This is an optimization exercise on Yosys and OpenROAD, whose aim is small area and a short achievable clock period, not a production implementation.
Only simulation tests tie the RTL to the original design; equivalence was not proved.
No activity file was given, so power comes from the tool's default toggle rates.

run A:
==> flow/design.v (excerpt) <==
module datapath(clk,readnum,vsel,loada,loadb,shift,asel,bsel,ALUop,loadc,loads,writenum,write,datapath_in,status,datapath_out);
	input [2:0] readnum,writenum;
	input clk,vsel,loada,loadb,asel,bsel,loadc,loads,write;
	input [1:0] shift,ALUop;
	input [15:0] datapath_in;
	output status;
	output [15:0] datapath_out;
	reg [15:0] R0,R1,R2,R3,R4,R5,R6,R7;
	reg [15:0] A,B,C;
	reg S;
	assign datapath_out = C;
	assign status = S;
	wire [15:0] wd = vsel ? datapath_in : C;
	always @(posedge clk) begin
		if (write && writenum==3'd0) R0 <= wd;
		if (write && writenum==3'd1) R1 <= wd;
		if (write && writenum==3'd2) R2 <= wd;
		if (write && writenum==3'd3) R3 <= wd;
		if (write && writenum==3'd4) R4 <= wd;
		if (write && writenum==3'd5) R5 <= wd;
		if (write && writenum==3'd6) R6 <= wd;
		if (write && writenum==3'd7) R7 <= wd;
	end
	wire [7:0] rs = 8'd1 << readnum;
	wire [15:0] rd;
	genvar j;
	generate for (j=0;j<16;j=j+1) begin : rdbit
		regread_bit rb(rs, {R7[j],R6[j],R5[j],R4[j],R3[j],R2[j],R1[j],R0[j]}, rd[j]);
	end endgenerate
	always @(posedge clk) begin
		if (loada) A <= rd;
		if (loadb) B <= rd;
	end
	wire [15:0] alu_out;
	wire alu_zero;
	ALU alu(A,B,datapath_in,asel,bsel,shift,ALUop,alu_out,alu_zero);
	always @(posedge clk) begin
		if (loadc) C <= alu_out;
		if (loads) S <= alu_zero;
	end
endmodule
==> flow/config.mk <==
export PLATFORM = sky130hd
export DESIGN_NAME = datapath
export DESIGN_NICKNAME = datapath
export VERILOG_FILES = /design/flow/design.v
export SDC_FILE = /design/flow/constraint.sdc
export NUM_CORES = 4
export LEC_CHECK = 0
export CAP_MARGIN = 20
export CORE_MARGIN = 2
export CORE_UTILIZATION = 50
export PLACE_DENSITY = 0.7
export SETUP_SLACK_MARGIN = 2.5
export SLEW_MARGIN = 20
==> flow/constraint.sdc <==
create_clock -name core_clock -period 5.0 [get_ports {clk}]
set_input_delay 1.0000 -clock core_clock [delete_from_list [all_inputs] [get_ports {clk}]]
set_output_delay 1.0000 -clock core_clock [all_outputs]
set_load 0.01 [all_outputs]
standard.sh (not shown) runs the stock make flow with config.mk's settings and CLKGATE_MAP_FILE= SYNTH_SCRIPT=/design/flow/synth_recipe.tcl, a recipe that flattens the netlist after the stock synthesis.
==> flow/flow/run.sh <==
#!/bin/bash
# Layout flow: the standard.sh (the standard ORFS flow) with these changes:
#  - synthesis: the same ORFS synthesis script, except that the ALU and the register
#    file read slices are kept as modules during technology mapping and each module is
#    mapped with its own ABC script (my_abc.tcl); afterwards the design is flattened and
#    renamed exactly as synth_recipe.tcl does. The flip-flops (names and cell types) are
#    checked against the standard synthesis; if they differ the standard synthesis
#    is used instead.
#  - half/full adder cells are kept out (their outputs are slow),
#  - port buffers are plain buf cells (buffer_ports otherwise picks slow delay cells),
#  - timing repair may resize a cell to one of another footprint,
#  - a smaller clock tree (knobs.sh),
#  - area recovery after the global-route timing repair (post_grt.tcl, downsize.tcl).
# Each step's full log is under orfs/logs; the make output goes to flow_*.log here.
set -euo pipefail
W=$PWD
source flow/knobs.sh
PLATFORM_DONT_USE=$(make -s -C "$FLOW_HOME" DESIGN_CONFIG="$W/config.mk" WORK_HOME="$W/orfs" print-DONT_USE_CELLS | sed -n 's/^DONT_USE_CELLS: //p')
EXTRA_DONT_USE="sky130_fd_sc_hd__ha_1 sky130_fd_sc_hd__ha_2 sky130_fd_sc_hd__ha_4 sky130_fd_sc_hd__fa_1 sky130_fd_sc_hd__fa_2 sky130_fd_sc_hd__fa_4"
ARGS=(MATCH_CELL_FOOTPRINT=0 "DONT_USE_CELLS=$PLATFORM_DONT_USE $EXTRA_DONT_USE" "CTS_ARGS=$CTS")
export BUFFER_PORTS_ARGS="-buffer_cell $PORT_BUF"
export FLOW_DIR_OWN=$W/flow POST_GLOBAL_ROUTE_TCL=$W/flow/post_grt.tcl DS_GUARD DS_PARASITICS=-global_routing

# 1. the standard synthesis, kept for the flip-flop comparison
bash standard.sh "${ARGS[@]}" synth > flow_ref_synth.log 2>&1
RES=orfs/results/sky130hd/datapath/base
cp $RES/1_2_yosys.v ref_synth.v
rm -rf orfs

# 2. the per-module-mapped synthesis
sed -e "s#^\(\s*\)log_cmd abc {\*}\$abc_args#\1my_abc \$abc_args#" "$FLOW_HOME/scripts/synth.tcl" > my_synth.tcl
grep -q "my_abc \$abc_args" my_synth.tcl
{ echo "source $W/flow/my_abc.tcl"; sed -e "s#source \$::env(SCRIPTS_DIR)/synth.tcl#source $W/my_synth.tcl#" synth_recipe.tcl; } > my_synth_recipe.tcl
grep -q "source $W/my_synth.tcl" my_synth_recipe.tcl
sed -e "s#SYNTH_SCRIPT=[^ ]*#SYNTH_SCRIPT=$W/my_synth_recipe.tcl#" standard.sh > my_standard.sh
export MY_ABC_MODULES="ALU $W/flow/abc_alu.script regread_bit $W/flow/abc_rest.script datapath $W/flow/abc_rest.script"
bash my_standard.sh "${ARGS[@]}" "SYNTH_KEEP_MODULES=ALU regread_bit" synth > flow_synth.log 2>&1

ffs() { grep -oE "sky130_fd_sc_hd__[a-z0-9_]*df[a-z0-9_]* +[^ ]+" "$1" | sort; }
if [[ "$(ffs ref_synth.v)" != "$(ffs $RES/1_2_yosys.v)" ]]; then
  echo "flip-flops differ from the standard synthesis; using it" > synth_fallback.txt
  rm -rf orfs
  bash standard.sh "${ARGS[@]}" synth > flow_synth.log 2>&1
fi

# 3. the rest of the flow
bash my_standard.sh "${ARGS[@]}" "SYNTH_KEEP_MODULES=ALU regread_bit" finish > flow_standard.log 2>&1
==> flow/flow/abc_alu.script <==
strash
dch
map -B 0.9
topo
stime -c
buffer -c
upsize -c
dnsize -c
Other scripts of this flow, unchanged in this note and not shown: flow/flow/abc_rest.script, flow/flow/downsize.tcl, flow/flow/knobs.sh, flow/flow/my_abc.tcl, flow/flow/post_grt.tcl
Input changes introduced in run B (baseline for comparison: run A):
# run A
export LEC_CHECK = 0
export CAP_MARGIN = 20
export CORE_MARGIN = 2
export CORE_UTILIZATION = 50
export PLACE_DENSITY = 0.7
export SETUP_SLACK_MARGIN = 2.5
export SLEW_MARGIN = 20
create_clock -name core_clock -period 5.0 [get_ports {clk}]
# run B
export LEC_CHECK = 0
export CAP_MARGIN = 20
export CORE_MARGIN = 2
export CORE_UTILIZATION = 50
export SETUP_SLACK_MARGIN = 2.5
export SLEW_MARGIN = 20
create_clock -name core_clock -period 5.0 [get_ports {clk}]
Notes after the runs:
Going from run A to run B, clock share of power barely changed, largest driver fanout on the critical path climbed 2, post-layout instance area climbed 1.5%, leakage power total climbed about 1.2%, maximum frequency from static timing analysis climbed about 1.4%.
diff inputs: run B => run C
-- flow/flow/abc_alu.script --
<<< run B, line 2
>>> run C, line 2
balance
--- outcome ---
- Run C finished every stage and its layout cleared the timing, DRC and antenna checks.
- Diff run B -> run C: latest clock arrival within the worst-skew pair saw little to no change; routed length on met1 increased by about 4% relative to the old numbers; number of non-clock buffers in the layout shows an increase of about 11%.
- Compared to run B, run C has setup slack after layout 110 ps lower.
- When run C is measured against run B, its switching power turns out 3.6% higher.
Setup changes, run C to run D
# run C
export LEC_CHECK = 0
export CAP_MARGIN = 20
export CORE_MARGIN = 2
export CORE_UTILIZATION = 50
export SETUP_SLACK_MARGIN = 2.5
export SLEW_MARGIN = 20
create_clock -name core_clock -period 5.0 [get_ports {clk}]
# run D
export LEC_CHECK = 0
export CAP_MARGIN = 20
export CORE_MARGIN = 2
export CORE_UTILIZATION = 45
export SETUP_SLACK_MARGIN = 2.5
export SLEW_MARGIN = 20
create_clock -name core_clock -period 5.0 [get_ports {clk}]
-- flow/flow/abc_alu.script --
<<< run C, line 2
balance
>>> run D, line 2
Per the comparison of run D with run C, count of buffers added by post-CTS timing repair for setup saw an increase, final critical path time including I/O delays and setup saw a decrease, final area saw a decrease.
Re core utilization: run C was higher than run D.
Final non-filler cell total for run D: 26 up relative to run C
Hold slack delta for run D relative to run C: 7.7 ps lower
When the final numbers for run C and run D were put side by side, the sequential share of layout area turned out to be smaller in run C.
Relative to run C, the sequential element share of the synthesized area of run D is higher by 0.20 points.
Leakage power summed over all cells, run D vs run C: down slightly
Last weighted congestion value of the routability-driven placer: run D vs run C down 2.0%

-- port drivers added, routing unchanged --
In the flow no input, the clock included, has a driving cell. The finished layouts below were timed again as built, in two steps.
Step 1, drivers: a clkbuf_16 drives clk and a buf_2 each remaining input, both assumed.
Step 2 times the ports against the registers' clock, not the clock port: input delays grow and output delays shrink by t, the midpoint of the rising clock arrivals with the driver on.
Slacks: ideal / step 1 / step 2; pairs: ideal / step 1.
run	t, ns	setup slack, ns	worst register clock-pin slew, ns
run A	0.466	2.409 / 2.373 / 1.907	0.10 / 0.10
run B	0.461	2.446 / 2.435 / 1.974	0.10 / 0.10
run C	0.465	2.335 / 2.337 / 1.873	0.11 / 0.11
run D	0.472	2.347 / 2.324 / 1.852	0.10 / 0.10
After both steps every run listed still meets setup and hold. For run A, which loses most, drivers alone change the setup slack by -0.036 ns; drivers and shift together by -0.502 ns.
